What follows belongs to an exercise in optimizing a design on an open flow for a short achievable clock period and few clock cycles; a production flow would make more cautious choices.
Where RTL was checked, it was by simulation tests only, not by an equivalence proof against the original.
Only the layout flow was run in runs 1 and 3; the RTL was not checked for function there.
Power and IR drop assume default switching activity.

**flow/flow/run.sh**
```bash
#!/bin/bash
# The standard layout (bash standard.sh), with timing repair aiming for a
# setup slack of MARGIN ns at the design's clock period, so that the
# layout is pushed below the period. Each tool's output goes to its own
# log under orfs/logs; make's own output goes to make.log here.
set -euo pipefail
MARGIN=6.5
bash standard.sh SETUP_SLACK_MARGIN=$MARGIN finish > make.log 2>&1
```
**flow/standard.sh**
```bash
#!/bin/bash
# synth_recipe.tcl (not shown) runs the flow's synth.tcl, then flattens the netlist and writes it again
# the make line also repeats each setting of config.mk as NAME=value (left out here)
make -C /OpenROAD-flow-scripts/flow DESIGN_CONFIG=/design/flow/config.mk WORK_HOME=/design/flow/orfs CLKGATE_MAP_FILE= SYNTH_SCRIPT=/design/flow/synth_recipe.tcl "${@:-finish}"
```
**flow/config.mk**
```make
export PLATFORM = sky130hd
export DESIGN_NAME = core_top
export DESIGN_NICKNAME = core_top
export VERILOG_FILES = /design/flow/design.v
export SDC_FILE = /design/flow/constraint.sdc
export NUM_CORES = 4
export LEC_CHECK = 0
export ABC_CLOCK_PERIOD_IN_PS = 2500
export CAP_MARGIN = 20
export CORE_MARGIN = 2
export CORE_UTILIZATION = 40
export PLACE_DENSITY = 0.6
export SLEW_MARGIN = 20
```
**flow/constraint.sdc**
```tcl
create_clock -name core_clock -period 9.0 [get_ports {clk}]
set_input_delay 1.8000 -clock core_clock [delete_from_list [all_inputs] [get_ports {clk}]]
set_output_delay 1.8000 -clock core_clock [all_outputs]
set_load 0.01 [all_outputs]
```
**flow/design.v**
```verilog
module Core (
	input clk,
	input clr,
	output rom_req,
	output [17:0] rom_addr,
	input [7:0] rom_data,
	output sram_req,
	output sram_we,
	output [18:0] sram_addr,
	output [7:0] sram_wdata,
	input [7:0] sram_rdata,
	input sram_done,
	output [15:1] rf_we,
	output [18:0] rf_wdata,
	output [15:1] rf_rsel1,
	output [15:1] rf_rsel2,
	input [18:0] rf_rdata1,
	input [18:0] rf_rdata2,
	input rf_rsmall2
	);
	localparam CMP = 5'd2, BLT = 5'd7, BLTE = 5'd8, LOAD = 5'd9, STORE = 5'd10,
	           JR = 5'd11, BE = 5'd12, BNE = 5'd13, SUBI = 5'd17, CMPI = 5'd18,
	           LOADI = 5'd23, STOREI = 5'd24, JA = 5'd25, BEI = 5'd26, BNEI = 5'd27,
	           BLTI = 5'd28, BLTEI = 5'd29, JS = 5'd30, INC = 5'd31;
	function [15:1] onehot(input [3:0] x);
		integer k;
		for (k = 1; k < 16; k = k + 1)
			onehot[k] = (x == k);
	endfunction
	reg [17:0] ra_q;      
	reg        rq_ld;     
	reg [17:0] fa_save;   
	assign rom_req = 1'b1;
	assign rom_addr = ra_q;
	reg       av_q;       
	reg [1:0] apos;       
	reg       a4_q;       
	reg [7:0]  bq;
	reg        bv_q;
	reg [1:0]  bpos;
	reg [15:1] rsA_q, rsB_q;      
	reg        flA_q, flB_q;      
	reg        frA_q, frB_q;      
	reg [4:0]  op_q;
	reg [3:0]  ih_q;      
	reg [15:1] a_oh;      
	reg        brt_q;     
	reg [18:0] opA, opB;  
	reg [18:0] lres;      
	reg [3:0]  sh;
	reg [15:1] wsel;      
	reg        fen;       
	reg        f_ar, f_sub, f_shl, f_shr, f_log;
	reg [18:0] res_q;     
	reg [15:1] wsel_d;    
	reg        fen_d;     
	reg [18:0] fres;      
	wire [18:0] fsrc = fen_d ? res_q : fres;
	wire zf = ~|fsrc;
	wire nf = fsrc[18];
	reg        ldp;       
	reg        ldp_rom;
	reg [15:1] ldp_oh;
	reg        ldw;       
	reg        ldw_rom;
	reg [15:1] ldw_oh;
	reg        sreq_q, swe_q;
	reg [18:0] saddr_q;
	reg [7:0]  swd_q;
	assign sram_req = sreq_q;
	assign sram_we = swe_q;
	assign sram_addr = saddr_q;
	assign sram_wdata = swd_q;
	wire [7:0] ld_byte = ldw_rom ? rom_data : sram_rdata;
	assign rf_rsel1 = rsA_q;
	assign rf_rsel2 = rsB_q;
	wire [18:0] resA = {res_q[18:16] & {3{rsA_q[3] | rsA_q[4] | rsA_q[5]}}, res_q[15:0]};
	wire [18:0] resB = {res_q[18:16] & {3{rsB_q[3] | rsB_q[4] | rsB_q[5]}}, res_q[15:0]};
	wire [18:0] rA = flA_q ? {11'd0, ld_byte} : frA_q ? resA : rf_rdata1;
	wire [18:0] rB = flB_q ? {11'd0, ld_byte} : frB_q ? resB : rf_rdata2;
	wire res_smallB = ~|res_q[15:4] & (~|res_q[18:16] | ~(rsB_q[3] | rsB_q[4] | rsB_q[5]));
	wire smallB = flB_q ? ~|ld_byte[7:4] : frB_q ? res_smallB : rf_rsmall2;
	wire [18:0] sum;
	Adder19 _add(.a(opA), .b(opB), .cin(f_sub), .s(sum));
	wire [18:0] res = ({19{f_ar}}  & sum)
	                | ({19{f_shl}} & (opA << sh))
	                | ({19{f_shr}} & (opA >> sh))
	                | ({19{f_log}} & lres);
	assign rf_we = wsel_d | ldw_oh;
	assign rf_wdata = ldw ? {11'd0, ld_byte} : res_q;
	wire alu2 = (op_q <= 5'd6) | (op_q == 5'd14) | (op_q == 5'd15) | (op_q == INC);
	wire alui = op_q[4] & (op_q <= 5'd22);
	wire is_rbr = (op_q == JR) | (op_q == BLT) | (op_q == BLTE) | (op_q == BE) | (op_q == BNE);
	wire rbr_taken = (op_q == JR) | ((op_q == BLT) & nf) | ((op_q == BLTE) & (nf | zf))
	               | ((op_q == BE) & zf) | ((op_q == BNE) & ~zf);
	wire ibr_taken = (op_q == JA) | (op_q == JS) | ((op_q == BLTI) & nf) | ((op_q == BLTEI) & (nf | zf))
	               | ((op_q == BEI) & zf) | ((op_q == BNEI) & ~zf);
	wire is_ibr = (op_q >= JA) & (op_q <= JS);
	wire d1 = bv_q & (bpos == 2'd1);            
	wire b3 = av_q & (apos == 2'd3);            
	wire [19:0] imm = {ih_q, bq, rom_data};
	wire rbr_go  = d1 & is_rbr & rbr_taken;
	wire ld2_rom = d1 & (op_q == LOAD) & ~smallB;
	wire ldi_le15 = (ih_q == 4'd0) & (bq == 8'd0) & (rom_data[7:4] == 4'd0);
	wire ldi_rom = b3 & (op_q == LOADI) & ~ldi_le15;
	wire sel_imm = b3 & ((is_ibr & brt_q) | ((op_q == LOADI) & ~ldi_le15));
	wire ibr_go  = b3 & is_ibr & brt_q;
	wire [17:0] ra_base = rq_ld ? fa_save
	                    : rbr_go ? rA[17:0]
	                    : ld2_rom ? rB[17:0]
	                    : ra_q + 18'd1;
	always @(posedge clk or negedge clr) begin
		if (!clr) begin
			ra_q <= 18'd0;
			rq_ld <= 1'b0;
			av_q <= 1'b0;
			apos <= 2'd0;
			bv_q <= 1'b0;
			sreq_q <= 1'b0;
		end else begin
			rq_ld <= ld2_rom | ldi_rom;
			ra_q <= sel_imm ? imm[17:0] : ra_base;
			av_q <= ~rq_ld & ~rbr_go & ~ibr_go;
			if (rbr_go) begin
				apos <= 2'd0;
			end else if (av_q) begin
				case (apos)
					2'd0: apos <= 2'd1;
					2'd1: apos <= a4_q ? 2'd2 : 2'd0;
					2'd2: apos <= 2'd3;
					2'd3: apos <= 2'd0;
				endcase
			end
			bv_q <= av_q & ~rbr_go;
			sreq_q <= (d1 & (((op_q == LOAD) & smallB) | (op_q == STORE)))
			        | (b3 & (((op_q == LOADI) & ldi_le15) | (op_q == STOREI)));
		end
	end
	always @(posedge clk) begin
		if (ld2_rom | ldi_rom)
			fa_save <= ra_q + 18'd1;
		if (av_q && apos == 2'd0)
			a4_q <= rom_data[7] & ~&rom_data[6:3];
		bq <= rom_data;
		bpos <= apos;
		rsA_q <= onehot(rom_data[7:4]);
		rsB_q <= onehot(rom_data[3:0]);
		flA_q <= ldp & |(ldp_oh & onehot(rom_data[7:4]));
		flB_q <= ldp & |(ldp_oh & onehot(rom_data[3:0]));
		frA_q <= |(wsel & onehot(rom_data[7:4]));
		frB_q <= |(wsel & onehot(rom_data[3:0]));
		saddr_q <= b3 ? imm[18:0] : rB;
		swd_q <= b3 ? opA[7:0] : rA[7:0];
		swe_q <= b3 ? (op_q == STOREI) : (op_q == STORE);
		res_q <= res;
		wsel_d <= wsel;
		fen_d <= fen;
		if (fen_d)
			fres <= res_q;
		ldp <= 1'b0;
		ldw <= ldp;
		ldw_rom <= ldp_rom;
		ldw_oh <= ldp ? ldp_oh : 15'd0;
		wsel <= 15'd0;
		fen <= 1'b0;
		if (bv_q && bpos == 2'd0)
			op_q <= bq[7:3];
		if (d1) begin
			ih_q <= bq[3:0];
			a_oh <= rsA_q;
			opA <= rA;
			brt_q <= ibr_taken;
			if (alu2) begin
				opB <= (op_q == INC) ? 19'd1 : ((op_q == 5'd1) | (op_q == CMP)) ? ~rB : rB;
				lres <= (op_q == 5'd3) ? (rA & rB)
				      : (op_q == 5'd4) ? (rA | rB)
				      : (op_q == 5'd5) ? (rA ^ rB)
				      : rB;
				sh <= bq[3:0];
				wsel <= (op_q == CMP) ? 15'd0 : rsA_q;
				fen <= 1'b1;
			end
			if (op_q == LOAD) begin
				ldp <= 1'b1;
				ldp_rom <= ~smallB;
				ldp_oh <= rsA_q;
			end
			f_ar  <= (op_q <= 5'd2) | (op_q == INC);
			f_sub <= (op_q == 5'd1) | (op_q == CMP);
			f_shl <= (op_q == 5'd14);
			f_shr <= (op_q == 5'd15);
			f_log <= (op_q >= 5'd3) & (op_q <= 5'd6);
		end
		if (b3) begin
			if (alui) begin
				opB <= ((op_q == SUBI) | (op_q == CMPI)) ? ~imm[18:0] : imm[18:0];
				lres <= (op_q == 5'd19) ? (opA & imm[18:0])
				      : (op_q == 5'd20) ? (opA | imm[18:0])
				      : (op_q == 5'd21) ? (opA ^ imm[18:0])
				      : imm[18:0];
				wsel <= (op_q == CMPI) ? 15'd0 : a_oh;
				fen <= 1'b1;
			end
			if (op_q == JS) begin
				lres <= {1'b0, ra_q};
				wsel <= onehot(4'd3);
			end
			if (op_q == LOADI) begin
				ldp <= 1'b1;
				ldp_rom <= ~ldi_le15;
				ldp_oh <= a_oh;
			end
			f_ar  <= op_q <= 5'd18;
			f_sub <= (op_q == SUBI) | (op_q == CMPI);
			f_shl <= 1'b0;
			f_shr <= 1'b0;
			f_log <= ~(op_q <= 5'd18);
		end
	end
endmodule
module Adder19 (
	input [18:0] a,
	input [18:0] b,
	input cin,
	output [18:0] s
	);
	wire [18:0] p0 = a ^ b;
	wire [18:0] g0 = (a & b) | {18'd0, p0[0] & cin};
	wire [18:0] g1, p1, g2, p2, g3, p3, g4, p4, g5, p5;
	genvar i;
	generate
		for (i = 0; i < 19; i = i + 1) begin : pre
			if (i >= 1) begin
				assign g1[i] = g0[i] | (p0[i] & g0[i-1]);
				assign p1[i] = p0[i] & p0[i-1];
			end else begin
				assign g1[i] = g0[i];
				assign p1[i] = p0[i];
			end
			if (i >= 2) begin
				assign g2[i] = g1[i] | (p1[i] & g1[i-2]);
				assign p2[i] = p1[i] & p1[i-2];
			end else begin
				assign g2[i] = g1[i];
				assign p2[i] = p1[i];
			end
			if (i >= 4) begin
				assign g3[i] = g2[i] | (p2[i] & g2[i-4]);
				assign p3[i] = p2[i] & p2[i-4];
			end else begin
				assign g3[i] = g2[i];
				assign p3[i] = p2[i];
			end
			if (i >= 8) begin
				assign g4[i] = g3[i] | (p3[i] & g3[i-8]);
				assign p4[i] = p3[i] & p3[i-8];
			end else begin
				assign g4[i] = g3[i];
				assign p4[i] = p3[i];
			end
			if (i >= 16) begin
				assign g5[i] = g4[i] | (p4[i] & g4[i-16]);
				assign p5[i] = p4[i] & p4[i-16];
			end else begin
				assign g5[i] = g4[i];
				assign p5[i] = p4[i];
			end
		end
	endgenerate
	assign s = p0 ^ {g5[17:0], cin};
endmodule
module Register_File (
	input clk,
	input [15:1] we,
	input [18:0] write_data,
	input [15:1] rsel_1,
	input [15:1] rsel_2,
	output [18:0] read_data_1,
	output [18:0] read_data_2,
	output read_small_2
	);
	reg [18:0] r [1:15];
	reg [15:1] sml;
	wire small16 = ~|write_data[15:4];
	wire small19 = ~|write_data[18:4];
	integer i;
	always @(posedge clk) begin
		for (i = 1; i < 16; i = i + 1) begin
			if (we[i]) begin
				r[i][15:0] <= write_data[15:0];
				if (i >= 3 && i <= 5) begin
					r[i][18:16] <= write_data[18:16];
					sml[i] <= small19;
				end else begin
					sml[i] <= small16;
				end
			end
		end
	end
	reg [18:0] d1, d2;
	reg s2;
	always @(*) begin
		d1 = 19'd0;
		d2 = 19'd0;
		s2 = 1'b0;
		for (i = 1; i < 16; i = i + 1) begin
			d1 = d1 | ({19{rsel_1[i]}} & ((i >= 3 && i <= 5) ? r[i] : {3'd0, r[i][15:0]}));
			d2 = d2 | ({19{rsel_2[i]}} & ((i >= 3 && i <= 5) ? r[i] : {3'd0, r[i][15:0]}));
			s2 = s2 | (rsel_2[i] & sml[i]);
		end
	end
	assign read_data_1 = d1;
	assign read_data_2 = d2;
	assign read_small_2 = s2 | ~|rsel_2;
endmodule
module core_top (
	input clk,
	input clr,
	output rom_req,
	output [17:0] rom_addr,
	input [7:0] rom_data,
	output sram_req,
	output sram_we,
	output [18:0] sram_addr,
	output [7:0] sram_wdata,
	input [7:0] sram_rdata,
	input sram_done
	);
	wire [15:1] rf_we, rf_rsel1, rf_rsel2;
	wire [18:0] rf_wdata, rf_rdata1, rf_rdata2;
	wire rf_rsmall2;
	Core _Core(.clk(clk), .clr(clr),
		.rom_req(rom_req), .rom_addr(rom_addr), .rom_data(rom_data),
		.sram_req(sram_req), .sram_we(sram_we), .sram_addr(sram_addr),
		.sram_wdata(sram_wdata), .sram_rdata(sram_rdata), .sram_done(sram_done),
		.rf_we(rf_we), .rf_wdata(rf_wdata), .rf_rsel1(rf_rsel1), .rf_rsel2(rf_rsel2),
		.rf_rdata1(rf_rdata1), .rf_rdata2(rf_rdata2), .rf_rsmall2(rf_rsmall2));
	Register_File _RegisterFile(.clk(clk), .we(rf_we), .write_data(rf_wdata),
		.rsel_1(rf_rsel1), .rsel_2(rf_rsel2),
		.read_data_1(rf_rdata1), .read_data_2(rf_rdata2), .read_small_2(rf_rsmall2));
endmodule
```
==> flow_metrics.py, run 1 <==
metrics = {
    "status": {
        "status": "timing/DRC/antenna clean",
    },
    "timing": {
        "hold_violations": 0,
        "fin_skew_ns": 0.0421,
        "rsz0062_at_grt": "true",
        "worstMarginPinSlew_ns": 1.02,
        "fin_tns_setup_ns": 0,
        "fmax_ghz": 0.314,
        "post-route-period-util_pct": 35.4,
        "maxSlewViolCount": 0,
        "setup_violations": 0,
        "timing.hold.ws_ns": 0.332,
        "fin_crit_ns": 3.18,
        "slew_headroom_pct": 31.6,
    },
    "worst_setup_path": {
        "slowest_stage": "or4_4",
        "required_ns": 9.51,
        "timing.rr.start": "_Core.apos[0]",
        "critPathMaxStageDelay_ns": 0.59,
        "reg2reg_depth": 10,
        "start_kind": "input port",
        "crit_chain": "buf_6 -> buf_12 -> mux2_4 -> mux2_4 -> or4_4 -> nor4b_4 -> o21a_1",
        "crit_top_cell": "mux2_4",
        "r2r_slack_ns": 6.05,
        "crit_buf_inv": 2,
        "crit_family": "simple AND/OR/NAND/NOR gates",
        "crit_path_end_kind": "flip-flop",
        "crit_fanout": 4,
        "arrival_ns": 3.69,
        "critPathKind": "input port to flip-flop",
        "r2r-end": "_Core.ra_q[1]",
    },
    "synthesis": {
        "async_flop_share_pct": 4.18,
        "synth_top_cell_by_area": "edfxtp_1",
        "netlist.area_leader.share_pct": 35.5,
        "synth_cell_types": 93,
        "synth-edff-count": 334,
        "syn_avg_cell_area_um2": 10.9,
        "yosys_warnings": 3,
        "yosysSeqAreaShare_pct": 52.9,
        "synthFlopType": "edfxtp_1",
        "synthTopCellsByArea": "edfxtp_1 35%, dfxtp_1 15%, a22oi_1 6.2%, ha_1 4.2%, a21oi_1 2.8%",
        "synthesis.nets": 2717,
        "synth.cell_area_um2": 28300,
        "synth_seq_cells": 574,
        "syn_inst": 2602,
    },
    "worst_hold_path": {
        "hp-start": "_Core.fen",
        "min_path_cells": 0,
        "min_to": "_Core.fen_d",
        "min_path_type": "flip-flop to flip-flop",
    },
    "global_routing": {
        "antenna_found_initial": 5,
        "grt_usage_pct": 31.4,
        "grt_first_pass_wirelength_um": 168000,
        "grt_pass1_vias": 24100,
        "gr-total-overflow": 0,
        "grt_max_degree": 61,
    },
    "floorplan": {
        "initial_utilization_pct": 40.4,
        "core-area_um2": 70000,
        "rows": 97,
        "die_y_um": 270,
        "die_w_um": 270,
        "dieArea_um2": 72900,
        "num_io_pins": 67,
    },
    "clock_tree": {
        "cts_made_buffers": 58,
        "insertion_delay_ns": 0.66,
        "holdBufCountCts": 0,
        "cts.reportedPaths.clkPinSlew_ns": 0.06,
        "cts_sinks": 574,
        "clockBufferDepth": 3,
        "cts-root-buf": "clkbuf_16",
        "cts_tree": "built",
        "htreeDepth": 2,
    },
    "drt": {
        "firstDrtPassIters": 7,
        "drcViolationCount": 0,
        "avgViaCountPerCell": 6.60,
        "drtAntennaViolNets": 0,
        "wire_per_inst_um": 31.4,
        "totalWireLength_um": 119000,
        "vias": 25000,
        "drtIter0Drc": 3555,
    },
    "flow_run": {
        "maxCapViolCount": 0,
    },
    "place": {
        "place_hpwl_um": 71500,
        "io_buffer_count": 64,
        "placed_area_um2": 30200,
        "place.gp.congestion": 0.935,
        "placed_cells": 3491,
    },
    "layout": {
        "design_area_um2": 35400,
        "area_growth_pct": 25.3,
        "fin_util_pct": 50.6,
        "nNetsFinal": 2905,
        "drive_above_1_share_pct": 27.8,
        "fin_cells": 3783,
        "n_fill_cell": 6062,
    },
    "power_and_ir_drop": {
        "power_density_nw_per_um2": 323,
        "ir_drop_uv": 200,
        "power.leakage_nw": 13.2,
    },
}
synthesized netlist by cell type (38+ instances only):
cell / number
a21oi_1: 158
a221oi_1: 38
a22oi_1: 233
buf_2: 48
clkbuf_1: 91
dfxtp_1: 216
edfxtp_1: 334
ha_1: 94
inv_1: 101
mux2_2: 58
mux2i_1: 59
nand2_1: 168
nand3_1: 51
nand4_1: 61
nor2_1: 137
nor3_1: 52
o21ai_0: 123
xnor2_1: 44
cells in the final DEF (no fill, tap or decap), drive strengths merged, types with 52 or more instances in the layout:
master | synthesis | layout
dfxtp | 216 | 216
mux2 | 66 | 66
clkbuf | 91 | 82
o21ai | 145 | 145
nor2 | 139 | 139
nand3 | 52 | 52
mux2i | 59 | 59
a21oi | 158 | 158
ha | 94 | 94
nand4 | 62 | 62
edfxtp | 334 | 334
nand2 | 170 | 171
buf | 95 | 304
a22oi | 234 | 234
inv | 102 | 103
nor3 | 52 | 52
area by class of cell:
type | count | area [um^2] | share of cell area, %
clock buffers | 77 | 1720 | 4.85
inverters | 104 | 437 | 1.23
clock inverters | 33 | 365 | 1.03
flip-flops and latches | 574 | 15000 | 42.4
well taps | 940 | 1180 | 3.32
multi-input cells | 1738 | 13600 | 38.3
repair buffers | 314 | 3120 | 8.81
diodes | 3 | 7.51 | 0.0212
sequential cells by signal, indices dropped and copies added, names as in the netlist, 8 cells and up:
register	count
_Core.fa_save	18
_RegisterFile.sml	15
_Core.opB	19
_Core.saddr_q	19
_Core.wsel	15
_Core.ldp_oh	15
_Core.swd_q	8
_Core.lres	19
_RegisterFile.r	249
_Core.ldw_oh	15
_Core.rsA_q	15
_Core.fres	19
_Core.res_q	19
_Core.bq	8
_Core.rsB_q	15
_Core.opA	19
_Core.a_oh	15
_Core.ra_q	18
_Core.wsel_d	15
per-layer routing:
metal / track usage [%] / part of all wire (%) / vias to the layer above
met5: 0 / 0.033 / -
li1: - / - / 10300
met2: 48.8 / 44 / 1919
met4: 17.8 / 7.2 / 6
met1: 39.8 / 37 / 12200
met3: 8.18 / 12 / 512
worst reg2reg max path, delay by kind of cell, from the launching register on:
kind / cells / cell delay (ns)
compound gates: 2 / 0.36
buf+inv: 3 / 0.78
flops: 1 / 0.46
simple gates: 5 / 1.26
cell families (layout without fill, tap and decap cells):
family / after synthesis / after routing / synth area share (%)
AOI/OAI and AO/OA: 805 / 805 / 19.5
xor gates and xnor gates: 68 / 68 / 2.11
adders and majority gates: 96 / 96 / 4.30
buffers and inverters: 291 / 528 / 4.36
DFF: 574 / 574 / 52.9
muxes: 133 / 133 / 5.44
other: 1 / 4 / 0.0133
and+or+nand+nor: 634 / 635 / 11.4
repair_timing:
item,CTS,global route
setup buffers,131,41
gates cloned,2,5
pin swaps,75,76
hold endpoints to repair,0,0
endpoints found under the setup margin,353,167
resized for setup,528,151
through the flow:
stage                     setup WS (ns)  total power [mW]
after floorplan                    5.23              6.37
after global placement             3.88              7.86
after detailed placement           3.81              7.95
after CTS                          5.81              11.1
after global routing               5.81              11.9
final                              5.82              11.5
power by group:
| part | switching (mW) | internal [mW] |
|---|---|---|
| combinational | 2.75 | 1.84 |
| sequential | 0.644 | 3.59 |
| clock | 1.11 | 1.52 |
| total | 4.50 | 6.95 |
how the worst max path moves through the flow:
stage	start	slack [ns]	cells past startpoint	end
2_1_floorplan	rom_data[5]	5.23	6	_RegisterFile.sml[3]
3_3_place_gp	rom_data[7]	3.88	9	_Core.ra_q[17]
3_5_place_dp	rom_data[7]	3.81	9	_Core.ra_q[3]
4_1_cts	rom_data[6]	5.81	7	_RegisterFile.sml[3]
5_1_grt	rom_data[5]	5.81	12	_Core.ra_q[0]
6_report	rom_data[6]	5.82	7	_RegisterFile.sml[3]
==> inputs of run 2 (changes only) <==
--- a/flow/design.v
+++ b/flow/design.v
@@ -43,13 +43,14 @@
 	reg        frA_q, frB_q;      
 	reg [4:0]  op_q;
+	reg [3:0]  a_q;       
 	reg [3:0]  ih_q;      
-	reg [15:1] a_oh;      
+	reg [7:0]  im_q;      
 	reg        brt_q;     
 	reg [18:0] opA, opB;  
-	reg [18:0] lres;      
 	reg [3:0]  sh;
-	reg [15:1] wsel;      
+	reg [3:0]  widx;      
+	reg        wen;
 	reg        fen;       
-	reg        f_ar, f_sub, f_shl, f_shr, f_log;
+	reg        f_ar, f_sub, f_and, f_or, f_xor, f_mov, f_shl, f_shr;
 	reg [18:0] res_q;     
 	reg [15:1] wsel_d;    
@@ -60,8 +61,8 @@
 	wire nf = fsrc[18];
 	reg        ldp;       
-	reg        ldp_rom;
-	reg [15:1] ldp_oh;
+	reg        ldp_sm;    
+	reg [3:0]  ldp_idx;
 	reg        ldw;       
-	reg        ldw_rom;
+	reg        ldw_sm;
 	reg [15:1] ldw_oh;
 	reg        sreq_q, swe_q;
@@ -72,5 +73,5 @@
 	assign sram_addr = saddr_q;
 	assign sram_wdata = swd_q;
-	wire [7:0] ld_byte = ldw_rom ? rom_data : sram_rdata;
+	wire [7:0] ld_byte = ldw_sm ? sram_rdata : rom_data;
 	assign rf_rsel1 = rsA_q;
 	assign rf_rsel2 = rsB_q;
@@ -80,11 +81,14 @@
 	wire [18:0] rB = flB_q ? {11'd0, ld_byte} : frB_q ? resB : rf_rdata2;
 	wire res_smallB = ~|res_q[15:4] & (~|res_q[18:16] | ~(rsB_q[3] | rsB_q[4] | rsB_q[5]));
-	wire smallB = flB_q ? ~|ld_byte[7:4] : frB_q ? res_smallB : rf_rsmall2;
+	wire smallB_r = frB_q ? res_smallB : rf_rsmall2;
 	wire [18:0] sum;
 	Adder19 _add(.a(opA), .b(opB), .cin(f_sub), .s(sum));
 	wire [18:0] res = ({19{f_ar}}  & sum)
+	                | ({19{f_and}} & (opA & opB))
+	                | ({19{f_or}}  & (opA | opB))
+	                | ({19{f_xor}} & (opA ^ opB))
+	                | ({19{f_mov}} & opB)
 	                | ({19{f_shl}} & (opA << sh))
-	                | ({19{f_shr}} & (opA >> sh))
-	                | ({19{f_log}} & lres);
+	                | ({19{f_shr}} & (opA >> sh));
 	assign rf_we = wsel_d | ldw_oh;
 	assign rf_wdata = ldw ? {11'd0, ld_byte} : res_q;
@@ -98,15 +102,17 @@
 	wire is_ibr = (op_q >= JA) & (op_q <= JS);
 	wire d1 = bv_q & (bpos == 2'd1);            
+	wire d3 = bv_q & (bpos == 2'd3);            
 	wire b3 = av_q & (apos == 2'd3);            
-	wire [19:0] imm = {ih_q, bq, rom_data};
+	wire [19:0] imm_b = {ih_q, bq, rom_data};   
+	wire [19:0] imm_d = {ih_q, im_q, bq};       
+	wire ldi_sm = (ih_q == 4'd0) & (im_q == 8'd0) & (bq[7:4] == 4'd0);
 	wire rbr_go  = d1 & is_rbr & rbr_taken;
-	wire ld2_rom = d1 & (op_q == LOAD) & ~smallB;
-	wire ldi_le15 = (ih_q == 4'd0) & (bq == 8'd0) & (rom_data[7:4] == 4'd0);
-	wire ldi_rom = b3 & (op_q == LOADI) & ~ldi_le15;
-	wire sel_imm = b3 & ((is_ibr & brt_q) | ((op_q == LOADI) & ~ldi_le15));
+	wire ld2_rom = d1 & (op_q == LOAD) & (flB_q | ~smallB_r);
+	wire ldi_rom = d3 & (op_q == LOADI) & ~ldi_sm;
 	wire ibr_go  = b3 & is_ibr & brt_q;
 	wire [17:0] ra_base = rq_ld ? fa_save
 	                    : rbr_go ? rA[17:0]
 	                    : ld2_rom ? rB[17:0]
+	                    : ldi_rom ? imm_d[17:0]
 	                    : ra_q + 18'd1;
 	always @(posedge clk or negedge clr) begin
@@ -120,5 +126,5 @@
 		end else begin
 			rq_ld <= ld2_rom | ldi_rom;
-			ra_q <= sel_imm ? imm[17:0] : ra_base;
+			ra_q <= ibr_go ? imm_b[17:0] : ra_base;
 			av_q <= ~rq_ld & ~rbr_go & ~ibr_go;
 			if (rbr_go) begin
@@ -133,6 +139,7 @@
 			end
 			bv_q <= av_q & ~rbr_go;
-			sreq_q <= (d1 & (((op_q == LOAD) & smallB) | (op_q == STORE)))
-			        | (b3 & (((op_q == LOADI) & ldi_le15) | (op_q == STOREI)));
+			sreq_q <= (d1 & ((op_q == LOAD) | (op_q == STORE)))
+			        | (d3 & (op_q == LOADI) & ldi_sm)
+			        | (b3 & (op_q == STOREI));
 		end
 	end
@@ -146,13 +153,13 @@
 		rsA_q <= onehot(rom_data[7:4]);
 		rsB_q <= onehot(rom_data[3:0]);
-		flA_q <= ldp & |(ldp_oh & onehot(rom_data[7:4]));
-		flB_q <= ldp & |(ldp_oh & onehot(rom_data[3:0]));
-		frA_q <= |(wsel & onehot(rom_data[7:4]));
-		frB_q <= |(wsel & onehot(rom_data[3:0]));
-		saddr_q <= b3 ? imm[18:0] : rB;
+		flA_q <= ldp & (rom_data[7:4] == ldp_idx) & (ldp_idx != 4'd0);
+		flB_q <= ldp & (rom_data[3:0] == ldp_idx) & (ldp_idx != 4'd0);
+		frA_q <= wen & (rom_data[7:4] == widx);
+		frB_q <= wen & (rom_data[3:0] == widx);
+		saddr_q <= b3 ? imm_b[18:0] : d3 ? imm_d[18:0] : rB;
 		swd_q <= b3 ? opA[7:0] : rA[7:0];
-		swe_q <= b3 ? (op_q == STOREI) : (op_q == STORE);
+		swe_q <= b3 | (op_q == STORE);
 		res_q <= res;
-		wsel_d <= wsel;
+		wsel_d <= wen ? onehot(widx) : 15'd0;
 		fen_d <= fen;
 		if (fen_d)
@@ -160,60 +167,70 @@
 		ldp <= 1'b0;
 		ldw <= ldp;
-		ldw_rom <= ldp_rom;
-		ldw_oh <= ldp ? ldp_oh : 15'd0;
-		wsel <= 15'd0;
+		ldw_sm <= ldp_sm;
+		ldw_oh <= ldp ? onehot(ldp_idx) : 15'd0;
+		wen <= 1'b0;
 		fen <= 1'b0;
 		if (bv_q && bpos == 2'd0)
 			op_q <= bq[7:3];
+		if (bv_q && bpos == 2'd2)
+			im_q <= bq;
 		if (d1) begin
+			a_q <= bq[7:4];
 			ih_q <= bq[3:0];
-			a_oh <= rsA_q;
 			opA <= rA;
 			brt_q <= ibr_taken;
 			if (alu2) begin
 				opB <= (op_q == INC) ? 19'd1 : ((op_q == 5'd1) | (op_q == CMP)) ? ~rB : rB;
-				lres <= (op_q == 5'd3) ? (rA & rB)
-				      : (op_q == 5'd4) ? (rA | rB)
-				      : (op_q == 5'd5) ? (rA ^ rB)
-				      : rB;
 				sh <= bq[3:0];
-				wsel <= (op_q == CMP) ? 15'd0 : rsA_q;
+				widx <= bq[7:4];
+				wen <= (op_q != CMP) & (bq[7:4] != 4'd0);
 				fen <= 1'b1;
 			end
 			if (op_q == LOAD) begin
 				ldp <= 1'b1;
-				ldp_rom <= ~smallB;
-				ldp_oh <= rsA_q;
+				ldp_sm <= flB_q ? ~|ld_byte[7:4] : smallB_r;
+				ldp_idx <= bq[7:4];
 			end
 			f_ar  <= (op_q <= 5'd2) | (op_q == INC);
 			f_sub <= (op_q == 5'd1) | (op_q == CMP);
+			f_and <= (op_q == 5'd3);
+			f_or  <= (op_q == 5'd4);
+			f_xor <= (op_q == 5'd5);
+			f_mov <= (op_q == 5'd6);
 			f_shl <= (op_q == 5'd14);
 			f_shr <= (op_q == 5'd15);
-			f_log <= (op_q >= 5'd3) & (op_q <= 5'd6);
 		end
-		if (b3) begin
+		if (d3) begin
 			if (alui) begin
-				opB <= ((op_q == SUBI) | (op_q == CMPI)) ? ~imm[18:0] : imm[18:0];
-				lres <= (op_q == 5'd19) ? (opA & imm[18:0])
-				      : (op_q == 5'd20) ? (opA | imm[18:0])
-				      : (op_q == 5'd21) ? (opA ^ imm[18:0])
-				      : imm[18:0];
-				wsel <= (op_q == CMPI) ? 15'd0 : a_oh;
+				opB <= ((op_q == SUBI) | (op_q == CMPI)) ? ~imm_d[18:0] : imm_d[18:0];
+				widx <= a_q;
+				wen <= (op_q != CMPI) & (a_q != 4'd0);
 				fen <= 1'b1;
 			end
-			if (op_q == JS) begin
-				lres <= {1'b0, ra_q};
-				wsel <= onehot(4'd3);
-			end
 			if (op_q == LOADI) begin
 				ldp <= 1'b1;
-				ldp_rom <= ~ldi_le15;
-				ldp_oh <= a_oh;
+				ldp_sm <= ldi_sm;
+				ldp_idx <= a_q;
 			end
 			f_ar  <= op_q <= 5'd18;
 			f_sub <= (op_q == SUBI) | (op_q == CMPI);
+			f_and <= (op_q == 5'd19);
+			f_or  <= (op_q == 5'd20);
+			f_xor <= (op_q == 5'd21);
+			f_mov <= (op_q == 5'd22);
+			f_shl <= 1'b0;
+			f_shr <= 1'b0;
+		end
+		if (b3 && op_q == JS) begin
+			opB <= {1'b0, ra_q};
+			widx <= 4'd3;
+			wen <= 1'b1;
+			f_ar  <= 1'b0;
+			f_and <= 1'b0;
+			f_or  <= 1'b0;
+			f_xor <= 1'b0;
+			f_mov <= 1'b1;
 			f_shl <= 1'b0;
 			f_shr <= 1'b0;
-			f_log <= ~(op_q <= 5'd18);
 		end
 	end
==> flow_metrics.py, run 2 <==
metrics = {
    "worst_setup_path": {
        "critPathMaxStageDelay_ns": 0.46,
        "critPathKind": "flip-flop to primary output",
        "r2r_slack_ns": 6.31,
        "r2r-end": "_Core.res_q[14]",
        "crit_fanout": 4,
        "timing.rr.start": "_Core.f_sub",
        "slowest_stage": "dfrtp_2",
        "start_kind": "flip-flop",
        "arrival_ns": 1.24,
        "crit_path_end_kind": "primary output",
        "reg2reg_depth": 11,
        "required_ns": 7.20,
        "crit_family": "flip-flops",
        "crit_buf_inv": 1,
        "crit_chain": "buf_6",
    },
    "clock_tree": {
        "cts_sinks": 534,
        "cts_made_buffers": 55,
        "htreeDepth": 2,
        "holdBufCountCts": 0,
        "clockBufferDepth": 3,
        "insertion_delay_ns": 0.63,
        "cts-root-buf": "clkbuf_16",
        "cts_tree": "built",
        "cts.reportedPaths.clkPinSlew_ns": 0.08,
    },
    "layout": {
        "drive_above_1_share_pct": 25.0,
        "largest_reg_flops": 249,
        "final_common_cell": "edfxtp_1",
        "fin_cells": 3294,
        "n_fill_cell": 5620,
        "area_growth_pct": 21.3,
        "largest_register": "_RegisterFile.r",
        "layout_common_cells": "329 x edfxtp_1, 235 x a22oi_1, 177 x nor2_1, 145 x dfxtp_1, 137 x buf_4",
        "nNetsFinal": 2460,
    },
    "synthesis": {
        "async_flop_share_pct": 4.49,
        "syn_avg_cell_area_um2": 11.2,
        "synthFlopType": "edfxtp_1",
        "netlist.area_leader.share_pct": 38.7,
        "synth.cell_area_um2": 25500,
        "synthTopCellsByArea": "edfxtp_1 39%, dfxtp_1 14%, a22oi_1 6.9%, mux2i_1 3.0%, nor2_1 2.9%",
        "synth_common_cells": "329 x edfxtp_1, 235 x a22oi_1, 195 x nor2_1, 181 x dfxtp_1, 130 x clkbuf_1",
        "synth_top_cell_by_area": "edfxtp_1",
        "synth_cell_types": 88,
        "yosysMostFrequentCell": "edfxtp_1",
        "synth_seq_cells": 534,
        "yosysSeqAreaShare_pct": 55.2,
        "synthesis.nets": 2338,
        "synth-edff-count": 329,
        "syn_inst": 2278,
        "yosys_warnings": 3,
    },
    "drt": {
        "avgViaCountPerCell": 6.52,
        "drcViolationCount": 0,
        "drtIter0Drc": 3107,
        "totalWireLength_um": 99700,
        "drtAntennaViolNets": 0,
        "wire_per_inst_um": 30.3,
        "vias": 21500,
        "firstDrtPassIters": 9,
    },
    "power_and_ir_drop": {
        "power_density_nw_per_um2": 325,
        "ir_drop_uv": 173,
        "power.leakage_nw": 11.3,
    },
    "floorplan": {
        "core-area_um2": 63100,
        "dieArea_um2": 65900,
        "rows": 92,
        "die_w_um": 257,
        "initial_utilization_pct": 40.5,
        "die_y_um": 257,
        "num_io_pins": 67,
    },
    "worst_hold_path": {
        "hp-start": "_Core.fen",
        "min_to": "_Core.fen_d",
        "min_path_type": "flip-flop to flip-flop",
        "min_path_cells": 0,
    },
    "global_routing": {
        "grt_usage_pct": 29.5,
        "antenna_found_initial": 0,
        "gr-total-overflow": 0,
        "grt_max_degree": 42,
        "grt_pass1_vias": 20500,
        "grt_first_pass_wirelength_um": 143000,
    },
    "place": {
        "place.gp.congestion": 0.949,
        "place_hpwl_um": 60800,
        "placed_cells": 3067,
        "io_buffer_count": 64,
    },
    "timing": {
        "rsz0062_at_grt": "true",
        "post-route-period-util_pct": 33.8,
        "fmax_ghz": 0.329,
        "setup_violations": 0,
        "slew_headroom_pct": 14.2,
        "maxSlewViolCount": 0,
        "fin_tns_setup_ns": 0,
        "fin_skew_ns": 0.0300,
        "worstMarginPinSlew_ns": 1.29,
        "fin_crit_ns": 3.04,
        "hold_violations": 0,
    },
    "flow_run": {
        "maxCapViolCount": 0,
    },
    "status": {
        "status": "timing/DRC/antenna clean",
    },
}
-- run 2: cell types whose count changed in the layout (fill, tap and decap cells not counted), moves of 25 or more --
cell	before	now
buf_4	173	137
inv_1	81	55
a22o_1	33	8
dfxtp_1	192	145
a21oi_1	146	100
nor2_1	117	177
ha_1	80	36
o21ai_0	89	47
nand2_1	136	110
-- run 2: logic make-up (layout without fill, tap and decap cells) --
group | Yosys count | in the layout | synth area share (%)
compound gates | 640 | 640 | 17.7
xor+xnor | 81 | 81 | 2.78
fa+ha+maj | 41 | 41 | 2.07
buf+inv | 244 | 412 | 3.94
flops | 534 | 534 | 55.2
mux | 149 | 149 | 6.90
other cells | 1 | 2 | 0.0147
simple gates | 588 | 589 | 11.4
-- run 2: worst max path at each step --
stage	slack [ns]	depth (start not counted)	end	startpoint
6_report	5.96	1	rom_addr[2]	_Core.ra_q[2]
5_1_grt	5.94	1	rom_addr[2]	_Core.ra_q[2]
4_1_cts	5.95	1	rom_addr[2]	_Core.ra_q[2]
3_5_place_dp	4.47	6	_RegisterFile.sml[4]	rom_data[6]
3_3_place_gp	4.51	6	_RegisterFile.sml[4]	rom_data[6]
2_1_floorplan	5.56	5	_RegisterFile.sml[3]	rom_data[6]
-- run 2: per-stage QoR --
step | cell area (um^2) | util [%] | power [mW] | worst slack, ns | hold slack (ns)
final | 31000 | 49.1 | 10.1 | 5.96 | 0.364
after global routing | 31000 | 49.1 | 10.4 | 5.94 | 0.377
after CTS | 30200 | 47.9 | 9.74 | 5.95 | 0.382
after detailed placement | 27100 | 42.9 | 7.04 | 4.47 | 0.397
after global placement | 27100 | 42.9 | 6.99 | 4.51 | 0.404
after floorplan | 25700 | - | 5.77 | 5.56 | 0.310
-- run 2: cell type report --
type	count	area (um^2)	share of cell area, %
sequential	534	14200	45.8
multi-input combinational	1501	11200	36.3
inverter	67	267	0.860
clock inverter	27	269	0.868
antenna	1	2.50	0.00808
clock buffer	77	1610	5.20
timing repair buffer	241	2340	7.56
tap	846	1060	3.42
-- run 2: power breakdown --
part	leakage, nW	switching (mW)	internal (mW)
Clock	0.926	1.01	1.37
Sequential	4.80	0.606	3.27
Combinational	5.61	2.18	1.63
-- run 2: routing by layer --
layer,share of wire [%],global-route usage [%],vias to the layer above
li1,-,-,8998
met2,43,43.4,1647
met3,14,8.82,373
met1,38,40.1,10500
met5,0,0,-
met4,5.5,13.1,0
-- run 2: repair_timing --
action                                  CTS  global route
endpoints found under the setup margin  318           107
resized for setup                       456            88
pin swaps                                38            42
cloned                                    6             1
setup buffers                            69            45
Testbench counts of run 2, summed over its fixed seeds: cycles 143,602.
==> inputs of run 3 (changes only) <==
--- a/flow/design.v
+++ b/flow/design.v
@@ -17,5 +17,7 @@
 	input [18:0] rf_rdata1,
 	input [18:0] rf_rdata2,
-	input rf_rsmall2
+	input rf_rsmall2,
+	output rf_small16,
+	output rf_small19
 	);
 	localparam CMP = 5'd2, BLT = 5'd7, BLTE = 5'd8, LOAD = 5'd9, STORE = 5'd10,
@@ -29,8 +31,9 @@
 	endfunction
 	reg [17:0] ra_q;      
+	reg [17:0] ra_o;      
 	reg        rq_ld;     
 	reg [17:0] fa_save;   
 	assign rom_req = 1'b1;
-	assign rom_addr = ra_q;
+	assign rom_addr = ra_o;
 	reg       av_q;       
 	reg [1:0] apos;       
@@ -93,4 +96,7 @@
 	assign rf_we = wsel_d | ldw_oh;
 	assign rf_wdata = ldw ? {11'd0, ld_byte} : res_q;
+	wire ld_small = ldw_sm ? ~|sram_rdata[7:4] : ~|rom_data[7:4];
+	assign rf_small16 = ldw ? ld_small : ~|res_q[15:4];
+	assign rf_small19 = ldw ? ld_small : ~|res_q[18:4];
 	wire alu2 = (op_q <= 5'd6) | (op_q == 5'd14) | (op_q == 5'd15) | (op_q == INC);
 	wire alui = op_q[4] & (op_q <= 5'd22);
@@ -119,4 +125,5 @@
 		if (!clr) begin
 			ra_q <= 18'd0;
+			ra_o <= 18'd0;
 			rq_ld <= 1'b0;
 			av_q <= 1'b0;
@@ -127,4 +134,10 @@
 			rq_ld <= ld2_rom | ldi_rom;
 			ra_q <= ibr_go ? imm_b[17:0] : ra_base;
+			ra_o <= ({18{ibr_go}} & imm_b[17:0])
+			      | ({18{rq_ld}} & fa_save)
+			      | ({18{rbr_go}} & rA[17:0])
+			      | ({18{ld2_rom}} & rB[17:0])
+			      | ({18{ldi_rom}} & imm_d[17:0])
+			      | ({18{~(ibr_go | rq_ld | rbr_go | ld2_rom | ldi_rom)}} & (ra_q + 18'd1));
 			av_q <= ~rq_ld & ~rbr_go & ~ibr_go;
 			if (rbr_go) begin
@@ -295,10 +308,10 @@
 	output [18:0] read_data_1,
 	output [18:0] read_data_2,
-	output read_small_2
+	output read_small_2,
+	input small16,
+	input small19
 	);
 	reg [18:0] r [1:15];
 	reg [15:1] sml;
-	wire small16 = ~|write_data[15:4];
-	wire small19 = ~|write_data[18:4];
 	integer i;
 	always @(posedge clk) begin
@@ -346,5 +359,5 @@
 	wire [15:1] rf_we, rf_rsel1, rf_rsel2;
 	wire [18:0] rf_wdata, rf_rdata1, rf_rdata2;
-	wire rf_rsmall2;
+	wire rf_rsmall2, rf_small16, rf_small19;
 	Core _Core(.clk(clk), .clr(clr),
 		.rom_req(rom_req), .rom_addr(rom_addr), .rom_data(rom_data),
@@ -352,7 +365,9 @@
 		.sram_wdata(sram_wdata), .sram_rdata(sram_rdata), .sram_done(sram_done),
 		.rf_we(rf_we), .rf_wdata(rf_wdata), .rf_rsel1(rf_rsel1), .rf_rsel2(rf_rsel2),
-		.rf_rdata1(rf_rdata1), .rf_rdata2(rf_rdata2), .rf_rsmall2(rf_rsmall2));
+		.rf_rdata1(rf_rdata1), .rf_rdata2(rf_rdata2), .rf_rsmall2(rf_rsmall2),
+		.rf_small16(rf_small16), .rf_small19(rf_small19));
 	Register_File _RegisterFile(.clk(clk), .we(rf_we), .write_data(rf_wdata),
 		.rsel_1(rf_rsel1), .rsel_2(rf_rsel2),
-		.read_data_1(rf_rdata1), .read_data_2(rf_rdata2), .read_small_2(rf_rsmall2));
+		.read_data_1(rf_rdata1), .read_data_2(rf_rdata2), .read_small_2(rf_rsmall2),
+		.small16(rf_small16), .small19(rf_small19));
 endmodule
==> flow_metrics.py, run 3 <==
metrics = {
    "status": {
        "status": "timing/DRC/antenna clean",
    },
    "timing": {
        "maxSlewViolCount": 0,
        "setup_violations": 0,
        "fmax_ghz": 0.328,
        "slew_headroom_pct": 17.0,
        "fin_crit_ns": 3.05,
        "hold_violations": 0,
        "rsz0062_at_grt": "true",
        "fin_skew_ns": 0.0527,
        "fin_tns_setup_ns": 0,
        "post-route-period-util_pct": 33.9,
        "worstMarginPinSlew_ns": 1.24,
    },
    "clock_tree": {
        "cts_tree": "built",
        "cts-root-buf": "clkbuf_16",
        "holdBufCountCts": 0,
        "insertion_delay_ns": 0.68,
        "cts.reportedPaths.clkPinSlew_ns": 0.07,
        "htreeDepth": 2,
        "cts_sinks": 552,
        "cts_made_buffers": 58,
        "clockBufferDepth": 3,
    },
    "worst_setup_path": {
        "arrival_ns": 1.25,
        "slowest_stage": "dfrtp_1",
        "timing.rr.start": "_Core.flB_q",
        "start_kind": "flip-flop",
        "crit_buf_inv": 1,
        "r2r-end": "_Core.ra_o[0]",
        "critPathMaxStageDelay_ns": 0.44,
        "cp-startpoint": "_Core.ra_o[14]",
        "crit_end": "rom_addr[14]",
        "critPathKind": "flip-flop to primary output",
        "crit_fanout": 1,
        "required_ns": 7.20,
        "crit_path_end_kind": "primary output",
        "cp.depth": 1,
        "reg2reg_depth": 8,
        "crit_family": "flip-flops",
        "r2r_slack_ns": 6.01,
        "crit_chain": "buf_6",
    },
    "synthesis": {
        "yosysMostFrequentCell": "edfxtp_1",
        "synth.cell_area_um2": 26400,
        "async_flop_share_pct": 7.61,
        "yosysSeqAreaShare_pct": 55.1,
        "syn_avg_cell_area_um2": 11.0,
        "netlist.area_leader.share_pct": 37.4,
        "syn_inst": 2405,
        "synth-edff-count": 329,
        "yosys_warnings": 3,
        "synth_common_cells": "329 x edfxtp_1, 237 x a22oi_1, 181 x dfxtp_1, 166 x nand2_1, 164 x clkbuf_1",
        "synth_top_cell_by_area": "edfxtp_1",
        "synth_cell_types": 81,
        "synthFlopType": "edfxtp_1",
        "synth_seq_cells": 552,
        "synthesis.nets": 2465,
        "synthTopCellsByArea": "edfxtp_1 37%, dfxtp_1 14%, a22oi_1 6.7%, dfrtp_1 4.0%, mux2i_1 2.8%",
    },
    "layout": {
        "final_common_cell": "edfxtp_1",
        "largest_reg_flops": 249,
        "layout_common_cells": "329 x edfxtp_1, 237 x a22oi_1, 157 x nand2_1, 145 x dfxtp_1, 141 x nor2_1",
        "largest_register": "_RegisterFile.r",
        "drive_above_1_share_pct": 23.5,
        "area_growth_pct": 21.3,
        "n_fill_cell": 5707,
        "multi_input_area_um2": 12000,
        "seqCellArea_um2": 14600,
        "nNetsFinal": 2565,
        "design_area_um2": 32000,
    },
    "drt": {
        "wire_per_inst_um": 30.8,
        "firstDrtPassIters": 7,
        "drtIter0Drc": 3564,
        "drtAntennaViolNets": 0,
        "drcViolationCount": 0,
        "totalWireLength_um": 105000,
        "avgViaCountPerCell": 6.68,
        "vias": 22800,
    },
    "floorplan": {
        "rows": 94,
        "core-area_um2": 65500,
        "die_w_um": 261,
        "die_y_um": 261,
        "initial_utilization_pct": 40.3,
        "dieArea_um2": 68100,
        "num_io_pins": 67,
    },
    "global_routing": {
        "grt_usage_pct": 30.0,
        "grt_first_pass_wirelength_um": 148000,
        "grt_max_degree": 53,
        "grt_pass1_vias": 21700,
        "antenna_found_initial": 1,
        "gr-total-overflow": 0,
    },
    "worst_hold_path": {
        "min_path_cells": 0,
        "min_path_type": "flip-flop to flip-flop",
    },
    "power_and_ir_drop": {
        "ir_drop_uv": 192,
        "power_density_nw_per_um2": 324,
        "power.leakage_nw": 11.7,
    },
    "place": {
        "place.gp.congestion": 0.932,
        "io_buffer_count": 64,
        "placed_area_um2": 28100,
        "place_hpwl_um": 63700,
    },
    "flow_run": {
        "maxCapViolCount": 0,
    },
}
## run 3: logic make-up (layout without fill, tap and decap cells)
kind of cell | Yosys count | count (layout) | share of synthesized area [%]
AO/OA/AOI/OAI | 700 | 702 | 18.6
XOR/XNOR | 83 | 83 | 2.75
adder cells (fa/ha/maj) | 41 | 41 | 2.00
buffers and inverters | 267 | 407 | 3.83
flip-flops | 552 | 552 | 55.1
multiplexers | 134 | 135 | 6.00
other | 1 | 2 | 0.0142
AND/OR/NAND/NOR | 627 | 634 | 11.6
## run 3: area by class of cell
type / count / share of cell area, %
antenna: 1 / 0.00781
clock buffer: 75 / 5.14
clock inverter: 35 / 1.04
inverter: 78 / 0.961
multi-input combinational: 1596 / 37.5
sequential: 552 / 45.7
tap: 864 / 3.38
timing repair buffer: 219 / 6.26
## run 3: worst min path at each step
| stage | start | to |
|---|---|---|
| floorplan | _Core.fen | _Core.fen_d |
| global placement | _Core.ldp_sm | _Core.ldw_sm |
| detailed placement | _Core.ldp_sm | _Core.ldw_sm |
| CTS | _Core.ldp_sm | _Core.ldw_sm |
| global route | _Core.ldp_sm | _Core.ldw_sm |
| finish | _Core.ldp_sm | _Core.ldw_sm |
## run 3: stage by stage
step / power (mW) / cells / utilization [%] / setup slack (ns) / hold WS [ns]
after floorplan: 5.98 / 2405 / - / 6.11 / 0.310
after global placement: 7.27 / 3198 / 42.8 / 4.40 / 0.345
after detailed placement: 7.33 / 3198 / 42.8 / 4.38 / 0.350
after CTS: 10.0 / 3378 / 47.7 / 5.92 / 0.356
after global routing: 10.8 / 3419 / 48.9 / 5.93 / 0.367
final: 10.4 / 3420 / 48.9 / 5.95 / 0.356
## run 3: routing by layer
| metal | up-vias | global-route usage [%] | routed length [um] |
|---|---|---|---|
| met4 | 0 | 16.5 | 6830 |
| met2 | 1881 | 44.0 | 44900 |
| met3 | 420 | 9.02 | 14400 |
| met5 | - | 0 | 0 |
| li1 | 9440 | - | - |
| met1 | 11100 | 39.8 | 39200 |
## run 3: timing repair
action / 4_1_cts / 5_1_grt
resized for setup: 423 / 103
pin swaps: 59 / 46
endpoints found under the hold margin: 0 / 0
cloned: 8 / 2
setup endpoints to repair: 339 / 158
setup buffers: 62 / 39
## run 3: power by group
part           switching, mW  internal (mW)
clock                   1.08           1.39
combinational           2.26           1.59
sequential             0.652           3.40
==> inputs of run 4 (changes only) <==
--- a/flow/design.v
+++ b/flow/design.v
@@ -46,4 +46,6 @@
 	reg        frA_q, frB_q;      
 	reg [4:0]  op_q;
+	reg        is_load, is_store, is_rbr, is_alu2;
+	reg        c_jr, c_lt, c_le, c_eq, c_ne;    
 	reg [3:0]  a_q;       
 	reg [3:0]  ih_q;      
@@ -99,9 +101,7 @@
 	assign rf_small16 = ldw ? ld_small : ~|res_q[15:4];
 	assign rf_small19 = ldw ? ld_small : ~|res_q[18:4];
-	wire alu2 = (op_q <= 5'd6) | (op_q == 5'd14) | (op_q == 5'd15) | (op_q == INC);
+	wire alu2 = is_alu2;
 	wire alui = op_q[4] & (op_q <= 5'd22);
-	wire is_rbr = (op_q == JR) | (op_q == BLT) | (op_q == BLTE) | (op_q == BE) | (op_q == BNE);
-	wire rbr_taken = (op_q == JR) | ((op_q == BLT) & nf) | ((op_q == BLTE) & (nf | zf))
-	               | ((op_q == BE) & zf) | ((op_q == BNE) & ~zf);
+	wire rbr_taken = c_jr | (c_lt & nf) | (c_le & (nf | zf)) | (c_eq & zf) | (c_ne & ~zf);
 	wire ibr_taken = (op_q == JA) | (op_q == JS) | ((op_q == BLTI) & nf) | ((op_q == BLTEI) & (nf | zf))
 	               | ((op_q == BEI) & zf) | ((op_q == BNEI) & ~zf);
@@ -114,12 +114,11 @@
 	wire ldi_sm = (ih_q == 4'd0) & (im_q == 8'd0) & (bq[7:4] == 4'd0);
 	wire rbr_go  = d1 & is_rbr & rbr_taken;
-	wire ld2_rom = d1 & (op_q == LOAD) & (flB_q | ~smallB_r);
+	wire ld2_rom = d1 & is_load & (flB_q | ~smallB_r);
 	wire ldi_rom = d3 & (op_q == LOADI) & ~ldi_sm;
 	wire ibr_go  = b3 & is_ibr & brt_q;
-	wire [17:0] ra_base = rq_ld ? fa_save
-	                    : rbr_go ? rA[17:0]
-	                    : ld2_rom ? rB[17:0]
-	                    : ldi_rom ? imm_d[17:0]
-	                    : ra_q + 18'd1;
+	wire [17:0] ra_early = rq_ld ? fa_save : ldi_rom ? imm_d[17:0] : ra_q + 18'd1;
+	wire [17:0] ra_next = rbr_go ? rA[17:0] : ld2_rom ? rB[17:0] : ibr_go ? imm_b[17:0] : ra_early;
+	wire [17:0] ra_early_o = ldi_rom ? imm_d[17:0] : rq_ld ? fa_save : ra_q + 18'd1;
+	wire [17:0] ra_next_o = ld2_rom ? rB[17:0] : rbr_go ? rA[17:0] : ibr_go ? imm_b[17:0] : ra_early_o;
 	always @(posedge clk or negedge clr) begin
 		if (!clr) begin
@@ -133,11 +132,6 @@
 		end else begin
 			rq_ld <= ld2_rom | ldi_rom;
-			ra_q <= ibr_go ? imm_b[17:0] : ra_base;
-			ra_o <= ({18{ibr_go}} & imm_b[17:0])
-			      | ({18{rq_ld}} & fa_save)
-			      | ({18{rbr_go}} & rA[17:0])
-			      | ({18{ld2_rom}} & rB[17:0])
-			      | ({18{ldi_rom}} & imm_d[17:0])
-			      | ({18{~(ibr_go | rq_ld | rbr_go | ld2_rom | ldi_rom)}} & (ra_q + 18'd1));
+			ra_q <= ra_next;
+			ra_o <= ra_next_o;
 			av_q <= ~rq_ld & ~rbr_go & ~ibr_go;
 			if (rbr_go) begin
@@ -152,5 +146,5 @@
 			end
 			bv_q <= av_q & ~rbr_go;
-			sreq_q <= (d1 & ((op_q == LOAD) | (op_q == STORE)))
+			sreq_q <= (d1 & (is_load | is_store))
 			        | (d3 & (op_q == LOADI) & ldi_sm)
 			        | (b3 & (op_q == STOREI));
@@ -184,6 +178,16 @@
 		wen <= 1'b0;
 		fen <= 1'b0;
-		if (bv_q && bpos == 2'd0)
+		if (bv_q && bpos == 2'd0) begin
 			op_q <= bq[7:3];
+			is_load <= bq[7:3] == LOAD;
+			is_store <= bq[7:3] == STORE;
+			is_alu2 <= (bq[7:3] <= 5'd6) | (bq[7:3] == 5'd14) | (bq[7:3] == 5'd15) | (bq[7:3] == INC);
+			is_rbr <= (bq[7:3] == JR) | (bq[7:3] == BLT) | (bq[7:3] == BLTE) | (bq[7:3] == BE) | (bq[7:3] == BNE);
+			c_jr <= bq[7:3] == JR;
+			c_lt <= bq[7:3] == BLT;
+			c_le <= bq[7:3] == BLTE;
+			c_eq <= bq[7:3] == BE;
+			c_ne <= bq[7:3] == BNE;
+		end
 		if (bv_q && bpos == 2'd2)
 			im_q <= bq;
@@ -200,5 +204,5 @@
 				fen <= 1'b1;
 			end
-			if (op_q == LOAD) begin
+			if (is_load) begin
 				ldp <= 1'b1;
 				ldp_sm <= flB_q ? ~|ld_byte[7:4] : smallB_r;
==> flow_metrics.py, run 4 <==
metrics = {
    "status": {
        "status": "timing/DRC/antenna clean",
    },
    "synthesis": {
        "synth_seq_cells": 561,
        "synth_common_cells": "338 x edfxtp_1, 211 x a22oi_1, 196 x nand2_1, 195 x nor2_1, 181 x dfxtp_1",
        "syn_avg_cell_area_um2": 10.7,
        "synth_top_family_by_area": "compound AO/OA/AOI/OAI gates",
        "synth_compound_area_share_pct": 19.7,
        "yosysMostFrequentCell": "edfxtp_1",
        "synthesis.nets": 2608,
        "synthAdderAreaFrac_pct": 1.94,
        "async_flop_share_pct": 7.49,
        "synth_top_cell_by_area": "edfxtp_1",
        "yosysSeqAreaShare_pct": 54.5,
        "synthFlopType": "edfxtp_1",
        "synth.cell_area_um2": 27200,
        "synth-edff-count": 338,
        "syn_inst": 2548,
        "synthMuxAreaShare_pct": 5.13,
        "synthSimpleGateAreaFrac_pct": 11.8,
        "synthXorXnorAreaFrac_pct": 2.71,
        "synthTopCellsByArea": "edfxtp_1 37%, dfxtp_1 13%, a22oi_1 5.8%, dfrtp_1 3.9%, a21oi_1 3.1%",
        "yosys_warnings": 3,
        "netlist.area_leader.share_pct": 37.3,
        "synth_cell_types": 90,
    },
    "floorplan": {
        "num_io_pins": 67,
        "dieArea_um2": 70000,
        "core-area_um2": 67300,
        "rows": 95,
        "die_y_um": 265,
        "initial_utilization_pct": 40.4,
        "die_w_um": 265,
    },
    "timing": {
        "fin_crit_ns": 2.97,
        "rsz0062_at_grt": "true",
        "hold_violations": 0,
        "timing.hold.ws_ns": 0.357,
        "maxSlewViolCount": 0,
        "fmax_ghz": 0.337,
        "setup_violations": 0,
        "worstMarginPinSlew_ns": 1.20,
        "post-route-period-util_pct": 33.0,
        "slew_headroom_pct": 19.8,
        "fin_skew_ns": 0.0345,
        "fin_tns_setup_ns": 0,
    },
    "global_routing": {
        "antenna_found_initial": 3,
        "grt_first_pass_wirelength_um": 160000,
        "grt_usage_pct": 31.0,
        "gr-total-overflow": 0,
        "grt_max_degree": 51,
        "grt_pass1_vias": 23100,
    },
    "layout": {
        "largest_register": "_RegisterFile.r",
        "layout_common_cells": "338 x edfxtp_1, 204 x a22oi_1, 181 x nor2_1, 161 x nand2_1, 149 x a21oi_1",
        "area_growth_pct": 25.0,
        "final_common_cell": "edfxtp_1",
        "fin_util_pct": 50.5,
        "drive_above_1_share_pct": 25.6,
        "nNetsFinal": 2752,
        "n_fill_cell": 5930,
        "largest_reg_flops": 249,
    },
    "drt": {
        "wire_per_inst_um": 31.3,
        "drtIter0Drc": 3506,
        "firstDrtPassIters": 6,
        "drcViolationCount": 0,
        "vias": 24000,
        "drtAntennaViolNets": 0,
        "totalWireLength_um": 113000,
        "avgViaCountPerCell": 6.64,
    },
    "worst_setup_path": {
        "start_kind": "flip-flop",
        "crit_fanout": 1,
        "arrival_ns": 1.17,
        "crit_family": "flip-flops",
        "crit_chain": "buf_2",
        "crit_path_end_kind": "primary output",
        "slowest_stage": "dfrtp_1",
        "critPathKind": "flip-flop to primary output",
        "required_ns": 7.20,
        "critPathMaxStageDelay_ns": 0.39,
        "crit_buf_inv": 1,
    },
    "clock_tree": {
        "cts_sinks": 561,
        "insertion_delay_ns": 0.66,
        "htreeDepth": 2,
        "holdBufCountCts": 0,
        "cts_made_buffers": 57,
        "cts-root-buf": "clkbuf_16",
        "cts.reportedPaths.clkPinSlew_ns": 0.06,
        "cts_tree": "built",
        "clockBufferDepth": 3,
    },
    "power_and_ir_drop": {
        "power.leakage_nw": 12.6,
        "power_density_nw_per_um2": 333,
        "finalPower_mw": 11.3,
        "ir_drop_uv": 166,
    },
    "flow_run": {
        "maxCapViolCount": 0,
    },
    "place": {
        "io_buffer_count": 64,
        "place.gp.congestion": 0.961,
        "place_hpwl_um": 66500,
    },
    "worst_hold_path": {
        "min_path_type": "flip-flop to flip-flop",
    },
}
run 4: cell count changes in the layout (fill, tap and decap cells not counted), moves of 32 or more:
cell,before,now
nor2_1,141,181
a21oi_1,101,149
buf_4,105,140
o21ai_0,68,115
nand4_1,75,43
a22oi_1,237,204
run 4: final timing paths:
| kind | to | depth (start not counted) | slack (ns) | from |
|---|---|---|---|---|
| worst max register to register | _Core.res_q[18] | 12 | 6.17 | _Core.f_sub |
| max in group asynchronous | _Core.ra_o[0] | 2 | 7.28 | clr |
| worst max-delay path | rom_addr[15] | 1 | 6.03 | _Core.ra_o[15] |
| worst min-delay path | _Core.ldw_sm | 0 | 0.36 | _Core.ldp_sm |
| worst min register to register | _Core.ldw_sm | 0 | 0.36 | _Core.ldp_sm |
| min in group asynchronous | _Core.ra_o[15] | 2 | 1.26 | clr |
run 4: where the power goes:
part           internal, mW  switching [mW]  total, mW
clock network          1.46            1.06       2.52
registers              3.55           0.678       4.23
logic                  1.87            2.69       4.55
total                  6.88            4.42       11.3
run 4: cell families (layout without fill, tap and decap cells):
kind of cell             Yosys count  count (layout)
buffers and inverters            273             460
multiplexers                     127             127
AO/OA/AOI/OAI                    794             795
XOR/XNOR                          84              84
other                              1               4
flip-flops                       561             561
adder cells (fa/ha/maj)           41              41
AND/OR/NAND/NOR                  667             672
run 4: timing repair:
action | in CTS | in global routing
gates resized for setup | 491 | 200
pin swaps | 75 | 64
endpoints found under the setup margin | 346 | 199
buffers inserted | 93 | 42
cloned | 13 | 6
run 4: layout make-up:
type                    instances  area (um^2)  area share [%]
well taps                     873         1090            3.22
multi-input cells            1720        12800            37.6
clock inverters                30          364            1.07
repair buffers                275         2900            8.53
inverters                      77          308           0.906
clock buffers                  78         1620            4.76
diodes                          3         7.51          0.0221
flip-flops and latches        561        14900            43.9
run 4: stage by stage:
stage                     setup WS (ns)  instance area [um^2]  instances
after floorplan                    6.22                 27400       2548
after global placement             4.91                 28800       3352
after detailed placement           4.83                 28800       3352
after CTS                          6.00                 32600       3566
after global routing               6.00                 34000       3614
final                              6.03                 34000       3617
run 4: metal layers:
metal | GRT usage [%] | share of wire, % | vias up
met3 | 8.19 | 13 | 520
met2 | 46.9 | 43 | 1914
met5 | 0 | 0.011 | -
met4 | 19.5 | 7.9 | 2
met1 | 39.7 | 36 | 11700
li1 | - | - | 9927
Testbench counts of run 4, summed over its fixed seeds: cycles 143,602.
==> inputs of run 5 (changes only) <==
==> flow/flow/run.sh (replaced) <==
#!/bin/bash
# The standard layout (bash standard.sh), with timing repair aiming for a
# setup slack of MARGIN ns at the design's clock period (and sizing cells
# freely, not only within a footprint), so that the
# layout is pushed below the period. Each tool's output goes to its own
# log under orfs/logs; make's own output goes to make.log here.
set -euo pipefail
MARGIN=6.5
bash standard.sh SETUP_SLACK_MARGIN=$MARGIN MATCH_CELL_FOOTPRINT=0 finish > make.log 2>&1
--- a/flow/config.mk
+++ b/flow/config.mk
@@ -9,5 +9,5 @@
 export CAP_MARGIN = 20
 export CORE_MARGIN = 2
-export CORE_UTILIZATION = 40
-export PLACE_DENSITY = 0.6
+export CORE_UTILIZATION = 55
+export PLACE_DENSITY = 0.7
 export SLEW_MARGIN = 20
==> flow_metrics.py, run 5 <==
metrics = {
    "power_and_ir_drop": {
        "finalPower_mw": 10.8,
        "power_density_nw_per_um2": 327,
    },
    "synthesis": {
        "synth_seq_cells": 561,
        "synthTopCellsByArea": "edfxtp_1 37%, dfxtp_1 13%, a22oi_1 5.8%, dfrtp_1 3.9%, a21oi_1 3.1%",
        "synth.cell_area_um2": 27200,
        "syn_inst": 2548,
        "syn_avg_cell_area_um2": 10.7,
        "netlist.area_leader.share_pct": 37.3,
        "synthesis.nets": 2608,
        "synthFlopType": "edfxtp_1",
        "synth_cell_types": 90,
        "yosysMostFrequentCell": "edfxtp_1",
        "yosysSeqAreaShare_pct": 54.5,
    },
    "global_routing": {
        "grt_first_pass_wirelength_um": 150000,
        "antenna_found_initial": 6,
        "grt_pass1_vias": 22500,
        "grt_usage_pct": 40.3,
        "gr-total-overflow": 0,
        "grt_max_degree": 51,
    },
    "floorplan": {
        "rows": 81,
        "initial_utilization_pct": 55.6,
        "die_w_um": 226,
        "die_y_um": 226,
        "core-area_um2": 48800,
        "dieArea_um2": 51200,
    },
    "layout": {
        "nNetsFinal": 2738,
        "final_common_cell": "edfxtp_1",
        "layout_common_cells": "338 x edfxtp_1, 202 x a22oi_1, 185 x nor2_1, 169 x nand2_1, 154 x a21oi_1",
        "largest_reg_flops": 249,
        "fin_util_pct": 67.6,
        "design_area_um2": 33000,
        "largest_register": "_RegisterFile.r",
        "area_growth_pct": 21.6,
    },
    "clock_tree": {
        "cts-root-buf": "clkbuf_16",
        "cts_made_buffers": 56,
        "holdBufCountCts": 0,
        "cts_sinks": 561,
        "insertion_delay_ns": 0.65,
        "clockBufferDepth": 3,
        "cts_tree": "built",
    },
    "drt": {
        "vias": 24000,
        "top_layer": "met5",
        "dr_wl_met2_um": 46700,
        "firstDrtPassIters": 6,
        "totalWireLength_um": 106000,
        "dr_wl_met3_um": 14200,
        "drcViolationCount": 0,
        "wire_per_inst_um": 31.3,
        "drtAntennaViolNets": 0,
    },
    "timing": {
        "fin_tns_setup_ns": 0,
        "setup_violations": 0,
        "timing.hold.ws_ns": 0.336,
        "rsz0062_at_grt": "true",
        "fmax_ghz": 0.334,
        "fin_ws_ns": 6.01,
        "hold_violations": 0,
        "slew_headroom_pct": 34.6,
        "maxSlewViolCount": 0,
        "post-route-period-util_pct": 33.3,
    },
    "worst_setup_path": {
        "crit_chain": "clkbuf_2",
        "critPathMaxStageDelay_ns": 0.40,
        "start_kind": "flip-flop",
        "crit_fanout": 1,
        "crit_family": "flip-flops",
    },
    "status": {
        "status": "timing/DRC/antenna clean",
    },
    "place": {
        "placed_area_um2": 28500,
        "io_buffer_count": 64,
        "pre_cts_ws_ns": 4.82,
        "place_hpwl_um": 63500,
    },
    "flow_run": {
        "maxCapViolCount": 0,
    },
    "worst_hold_path": {
        "min_path_type": "flip-flop to flip-flop",
    },
}
[run 5: cell counts after synthesis]
Identical to the previous run, type by type.
[run 5: final cells by class]
type / instances / area [um^2]
antenna: 4 / 10.0
clock buffer: 84 / 1640
clock inverter: 20 / 204
fill: 3670 / 15800
inverter: 77 / 303
multi-input combinational: 1719 / 12500
sequential: 561 / 14900
tap: 664 / 831
timing repair buffer: 262 / 2680
timing repair inverter: 1 / 5.00
[run 5: worst paths after layout]
| path | startpoint | to | slack [ns] | cells after the start |
|---|---|---|---|---|
| max in group asynchronous | clr | _Core.bv_q | 7.40 | 1 |
| setup reg to reg | _Core.opA[0] | _Core.res_q[14] | 6.35 | 10 |
| hold / removal | _Core.fen | _Core.fen_d | 0.34 | 0 |
| hold reg to reg | _Core.fen | _Core.fen_d | 0.34 | 0 |
| min in group asynchronous | clr | _Core.ra_q[7] | 1.16 | 1 |
| setup / recovery | _Core.ra_o[7] | rom_addr[7] | 6.01 | 1 |
[run 5: layer usage]
metal	vias to the layer above	global-route usage (%)
met5	-	0
met4	10	26.7
met3	574	11.8
met2	2053	61.6
met1	11500	49.7
li1	9896	-
[run 5: cell families (layout without fill, tap and decap cells)]
| kind of cell | after synthesis | after routing | share of synthesized area (%) |
|---|---|---|---|
| and+or+nand+nor | 667 | 672 | 11.8 |
| adders and majority gates | 41 | 41 | 1.94 |
| DFF | 561 | 561 | 54.5 |
| AOI/OAI and AO/OA | 794 | 794 | 19.7 |
| xor gates and xnor gates | 84 | 84 | 2.71 |
| buffers and inverters | 273 | 444 | 4.12 |
| other | 1 | 5 | 0.0138 |
| muxes | 127 | 127 | 5.13 |
[run 5: repair_timing]
| item | CTS | global route |
|---|---|---|
| buffers inserted | 65 | 61 |
| pin swaps | 51 | 58 |
| cloned | 11 | 9 |
| gates resized for setup | 345 | 170 |
| endpoints found under the setup margin | 348 | 171 |
[run 5: report_power, final]
part           internal, mW  leakage [nW]  total (mW)  switching [mW]
clock                  1.35         0.915        2.36            1.01
combinational          1.73          6.38        4.24            2.51
sequential             3.54          5.10        4.21           0.673
